Background: an optimization exercise with open tools, aiming at small area and a short achievable clock period. Do not read the settings as production practice.
Power figures rest on the tool's default switching activity, not on a simulated workload.

## violet
==> flow/design.v <==
module JTAG_AOI222(a0, b0, a1, b1, a2, b2, y);
	input  a0, b0, a1, b1, a2, b2;
	output y;
	assign y = ~((a0 & b0) | (a1 & b1) | (a2 & b2));
endmodule
module JTAG_WriteMux(we, keep, w, q, d);
	input  we, keep;
	input  [31:0] w, q;
	output [31:0] d;
	assign d = ({32{we}} & w) | ({32{keep}} & q);
endmodule
module JTAG_ReadBit(sel, r, sh, wsh, hold, w, nrst, d);
	input  [14:0] sel;
	input  [14:0] r;
	input  sh, wsh, hold, w, nrst;
	output d;
	wire [5:0] y;
	JTAG_AOI222 u0(.a0(sel[0]),  .b0(r[0]),  .a1(sel[1]),  .b1(r[1]),  .a2(sel[2]),  .b2(r[2]),  .y(y[0]));
	JTAG_AOI222 u1(.a0(sel[3]),  .b0(r[3]),  .a1(sel[4]),  .b1(r[4]),  .a2(sel[5]),  .b2(r[5]),  .y(y[1]));
	JTAG_AOI222 u2(.a0(sel[6]),  .b0(r[6]),  .a1(sel[7]),  .b1(r[7]),  .a2(sel[8]),  .b2(r[8]),  .y(y[2]));
	JTAG_AOI222 u3(.a0(sel[9]),  .b0(r[9]),  .a1(sel[10]), .b1(r[10]), .a2(sel[11]), .b2(r[11]), .y(y[3]));
	JTAG_AOI222 u4(.a0(sel[12]), .b0(r[12]), .a1(sel[13]), .b1(r[13]), .a2(sel[14]), .b2(r[14]), .y(y[4]));
	assign y[5] = ~((sh & wsh) | (hold & w));
	assign d = nrst & ~(&y);
endmodule
module JTAG_Interface(
	iCLK,
	iRST,
	iTCK,
	iTDI,
	iIR_IN,
	iSTATE_CDR,
	iSTATE_SDR,
	iSTATE_UDR,
	iREAD_0,
	iREAD_1,
	iREAD_2,
	iREAD_3,
	iREAD_4,
	iREAD_5,
	iREAD_6,
	iREAD_7,
	iREAD_8,
	iREAD_9,
	iREAD_A,
	iREAD_B,
	iREAD_C,
	iREAD_D,
	iREAD_E,
	oTDO,
	oWRITE_0,
	oWRITE_1,
	oWRITE_2,
	oWRITE_3,
	oWRITE_4,
	oWRITE_5,
	oWRITE_6,
	oWRITE_7,
	oWRITE_8,
	oWRITE_9,
	oWRITE_A,
	oWRITE_B,
	oWRITE_C,
	oWRITE_D,
	oWRITE_E
);
input wire	iCLK;
input wire	iRST;
input wire	iTCK;
input wire	iTDI;
input wire	[8:0] iIR_IN;
input wire	iSTATE_CDR;
input wire	iSTATE_SDR;
input wire	iSTATE_UDR;
input wire	[31:0] iREAD_0;
input wire	[31:0] iREAD_1;
input wire	[31:0] iREAD_2;
input wire	[31:0] iREAD_3;
input wire	[31:0] iREAD_4;
input wire	[31:0] iREAD_5;
input wire	[31:0] iREAD_6;
input wire	[31:0] iREAD_7;
input wire	[31:0] iREAD_8;
input wire	[31:0] iREAD_9;
input wire	[31:0] iREAD_A;
input wire	[31:0] iREAD_B;
input wire	[31:0] iREAD_C;
input wire	[31:0] iREAD_D;
input wire	[31:0] iREAD_E;
output wire	oTDO;
output wire	[31:0] oWRITE_0;
output wire	[31:0] oWRITE_1;
output wire	[31:0] oWRITE_2;
output wire	[31:0] oWRITE_3;
output wire	[31:0] oWRITE_4;
output wire	[31:0] oWRITE_5;
output wire	[31:0] oWRITE_6;
output wire	[31:0] oWRITE_7;
output wire	[31:0] oWRITE_8;
output wire	[31:0] oWRITE_9;
output wire	[31:0] oWRITE_A;
output wire	[31:0] oWRITE_B;
output wire	[31:0] oWRITE_C;
output wire	[31:0] oWRITE_D;
output wire	[31:0] oWRITE_E;
reg t1, t2, t3, t4;
reg c1, s1, u1;
reg d1, d2;
reg ev, cap, shf, upd;
reg tdo;
reg [31:0] W;
reg [479:0] wr;
wire rise = t3 & ~t4;
always @(posedge iCLK) begin
	if (iRST) begin
		t1 <= 1'b0; t2 <= 1'b0; t3 <= 1'b0; t4 <= 1'b0;
		c1 <= 1'b0; s1 <= 1'b0; u1 <= 1'b0;
		d1 <= 1'b0; d2 <= 1'b0;
		ev <= 1'b0; cap <= 1'b0; shf <= 1'b0; upd <= 1'b0;
		tdo <= 1'b0;
	end else begin
		t1 <= iTCK; t2 <= t1; t3 <= t2; t4 <= t3;
		c1 <= iSTATE_CDR; s1 <= iSTATE_SDR; u1 <= iSTATE_UDR;
		d1 <= iTDI; d2 <= d1;
		ev  <= rise;
		cap <= rise & c1;
		shf <= rise & ~c1 & s1;
		upd <= rise & ~c1 & ~s1 & u1;
		if (ev) tdo <= W[0];
	end
end
assign oTDO = tdo;
wire [479:0] rd = {iREAD_E, iREAD_D, iREAD_C, iREAD_B, iREAD_A, iREAD_9, iREAD_8, iREAD_7, iREAD_6, iREAD_5, iREAD_4, iREAD_3, iREAD_2, iREAD_1, iREAD_0};
wire nrst = ~iRST;
wire hold = ~cap & ~shf;
wire shift = shf;
wire [31:0] Wsh = {d2, W[31:1]};
wire [14:0] rsel;
genvar n, b;
generate for (n = 0; n < 15; n = n + 1) begin : g_rsel
	assign rsel[n] = cap & (iIR_IN[3:0] == n);
end endgenerate
wire [31:0] Wd;
generate for (b = 0; b < 32; b = b + 1) begin : g_wd
	wire [14:0] rb;
	for (n = 0; n < 15; n = n + 1) begin : g_rb
		assign rb[n] = rd[32*n + b];
	end
	JTAG_ReadBit u_bit(.sel(rsel), .r(rb), .sh(shift), .wsh(Wsh[b]), .hold(hold), .w(W[b]), .nrst(nrst), .d(Wd[b]));
end endgenerate
always @(posedge iCLK) W <= Wd;
genvar m;
generate for (m = 0; m < 15; m = m + 1) begin : g_wr
	wire sel = upd & (iIR_IN[7:4] == m);
	wire we = nrst & sel;
	wire keep = nrst & ~sel;
	wire [31:0] nxt;
	JTAG_WriteMux u_mux(.we(we), .keep(keep), .w(W), .q(wr[32*m +: 32]), .d(nxt));
	always @(posedge iCLK) wr[32*m +: 32] <= nxt;
end endgenerate
assign oWRITE_0 = wr[31:0];
assign oWRITE_1 = wr[63:32];
assign oWRITE_2 = wr[95:64];
assign oWRITE_3 = wr[127:96];
assign oWRITE_4 = wr[159:128];
assign oWRITE_5 = wr[191:160];
assign oWRITE_6 = wr[223:192];
assign oWRITE_7 = wr[255:224];
assign oWRITE_8 = wr[287:256];
assign oWRITE_9 = wr[319:288];
assign oWRITE_A = wr[351:320];
assign oWRITE_B = wr[383:352];
assign oWRITE_C = wr[415:384];
assign oWRITE_D = wr[447:416];
assign oWRITE_E = wr[479:448];
endmodule
Settings: LEC_CHECK=0, CAP_MARGIN=20, CORE_AREA=10 10 310 310, CTS_CLUSTER_DIAMETER=70, CTS_CLUSTER_SIZE=22, DIE_AREA=0 0 320 320, SETUP_SLACK_MARGIN=2.8, SLEW_MARGIN=20, SYNTH_HIERARCHICAL=1, SYNTH_MINIMUM_KEEP_SIZE=0; clock period 5.0 ns.
standard.sh (not shown) runs the stock make flow with config.mk's settings and CLKGATE_MAP_FILE= SYNTH_SCRIPT=/design/flow/synth_recipe.tcl, a recipe that flattens the netlist after the stock synthesis.
==> flow/flow/run.sh <==
#!/bin/bash
# The standard ORFS layout, with the port buffers made of the smallest
# buffer (sky130_fd_sc_hd__buf_1; repair_design resizes them where needed)
# and the pins placed by flow/pins.tcl (each bit slice's pins together).
set -euo pipefail
here=$(cd "$(dirname "$0")" && pwd)
bash standard.sh "BUFFER_PORTS_ARGS=-buffer_cell sky130_fd_sc_hd__buf_1" \
  "PRE_IO_PLACEMENT_TCL=$here/pins.tcl" finish > standard_make.log 2>&1
Other scripts of this flow, unchanged in this note and not shown: flow/flow/pins.tcl
What delta does differently from violet at the input level:
diff --git a/flow/design.v b/flow/design.v
--- a/flow/design.v
+++ b/flow/design.v
@@ -8,6 +8,35 @@
 	input  [31:0] w, q;
 	output [31:0] d;
 	assign d = ({32{we}} & w) | ({32{keep}} & q);
+endmodule
+module JTAG_Decode(a, en, rst, y);
+	input  [3:0] a;
+	input  en, rst;
+	output [14:0] y;
+	wire [3:0] lo, hi;
+	JTAG_Pre2  u_lo(.a(a[1:0]), .y(lo));
+	JTAG_Pre2E u_hi(.a(a[3:2]), .en(en), .rst(rst), .y(hi));
+	genvar n;
+	generate for (n = 0; n < 15; n = n + 1) begin : g_y
+		assign y[n] = lo[n % 4] & hi[n / 4];
+	end endgenerate
+endmodule
+module JTAG_Pre2(a, y);
+	input  [1:0] a;
+	output [3:0] y;
+	assign y[0] = ~a[1] & ~a[0];
+	assign y[1] = ~a[1] &  a[0];
+	assign y[2] =  a[1] & ~a[0];
+	assign y[3] =  a[1] &  a[0];
+endmodule
+module JTAG_Pre2E(a, en, rst, y);
+	input  [1:0] a;
+	input  en, rst;
+	output [3:0] y;
+	assign y[0] = en & ~rst & ~a[1] & ~a[0];
+	assign y[1] = en & ~rst & ~a[1] &  a[0];
+	assign y[2] = en & ~rst &  a[1] & ~a[0];
+	assign y[3] = en & ~rst &  a[1] &  a[0];
 endmodule
 module JTAG_ReadBit(sel, r, sh, wsh, hold, w, nrst, d);
 	input  [14:0] sel;
@@ -137,9 +166,7 @@
 wire [31:0] Wsh = {d2, W[31:1]};
 wire [14:0] rsel;
 genvar n, b;
-generate for (n = 0; n < 15; n = n + 1) begin : g_rsel
-	assign rsel[n] = cap & (iIR_IN[3:0] == n);
-end endgenerate
+JTAG_Decode u_rdec(.a(iIR_IN[3:0]), .en(cap), .rst(1'b0), .y(rsel));
 wire [31:0] Wd;
 generate for (b = 0; b < 32; b = b + 1) begin : g_wd
 	wire [14:0] rb;
@@ -149,11 +176,12 @@
 	JTAG_ReadBit u_bit(.sel(rsel), .r(rb), .sh(shift), .wsh(Wsh[b]), .hold(hold), .w(W[b]), .nrst(nrst), .d(Wd[b]));
 end endgenerate
 always @(posedge iCLK) W <= Wd;
+wire [14:0] wsel;
+JTAG_Decode u_wdec(.a(iIR_IN[7:4]), .en(upd), .rst(iRST), .y(wsel));
 genvar m;
 generate for (m = 0; m < 15; m = m + 1) begin : g_wr
-	wire sel = upd & (iIR_IN[7:4] == m);
-	wire we = nrst & sel;
-	wire keep = nrst & ~sel;
+	wire we = wsel[m];
+	wire keep = ~(iRST | we);
 	wire [31:0] nxt;
 	JTAG_WriteMux u_mux(.we(we), .keep(keep), .w(W), .q(wr[32*m +: 32]), .d(nxt));
 	always @(posedge iCLK) wr[32*m +: 32] <= nxt;
Notes after the runs:
- From violet to delta the numbers moved as follows: path length in cells of the critical path down 1; combinational cell fraction of total power comparable; initial antenna violation count went up; overall power consumption went up by about 1.4%.
- Higher worst setup timing slack at the placement stage goes to delta over violet.
- Final wirelength: delta vs violet up 20,000 um
- From violet to delta the numbers moved as follows: reg-to-reg setup timing slack down 110 ps, fmax down about 8%, first-pass GRT wire length rose by 1700 um, number of detailed-route iterations in the first pass moved up, final-layout clock-cell area share held.
- delta ends up with a global-route usage that is 0.35 points higher than in violet.
- Compared with violet, delta has less setup slack.
- Of delta and violet, the higher buffers inserted during post-CTS setup optimization belongs to delta.
No functional check of the RTL was part of any run of this note.

==> what the ideal ports hide <==
In the flow no input, the clock included, has a driving cell. The finished layouts below were timed again as built, in two steps. Step 1 (the two cells are an assumption about what drives the block):
set clk [get_ports {iCLK}]
set_driving_cell -lib_cell sky130_fd_sc_hd__clkbuf_16 $clk
set_driving_cell -lib_cell sky130_fd_sc_hd__buf_2 [delete_from_list [all_inputs] $clk]
Step 2 times the ports against the registers' clock, not the clock port: input delays grow and output delays shrink by t, the midpoint of the rising clock arrivals with the driver on. a / b / c = ideal ports / drivers / drivers and shift; a / b = the first two.
| run | t (ns) | setup WS [ns] | pins driven straight from the clock port |
|---|---|---|---|
| violet | 0.670 | 2.792 / 2.778 / 2.139 | 1 |
| delta | 0.677 | 2.604 / 2.624 / 1.947 | 1 |
After both steps setup and hold are still met in every run listed. For delta, which loses most, drivers alone change the setup slack by +0.020 ns; drivers and shift together by -0.657 ns.
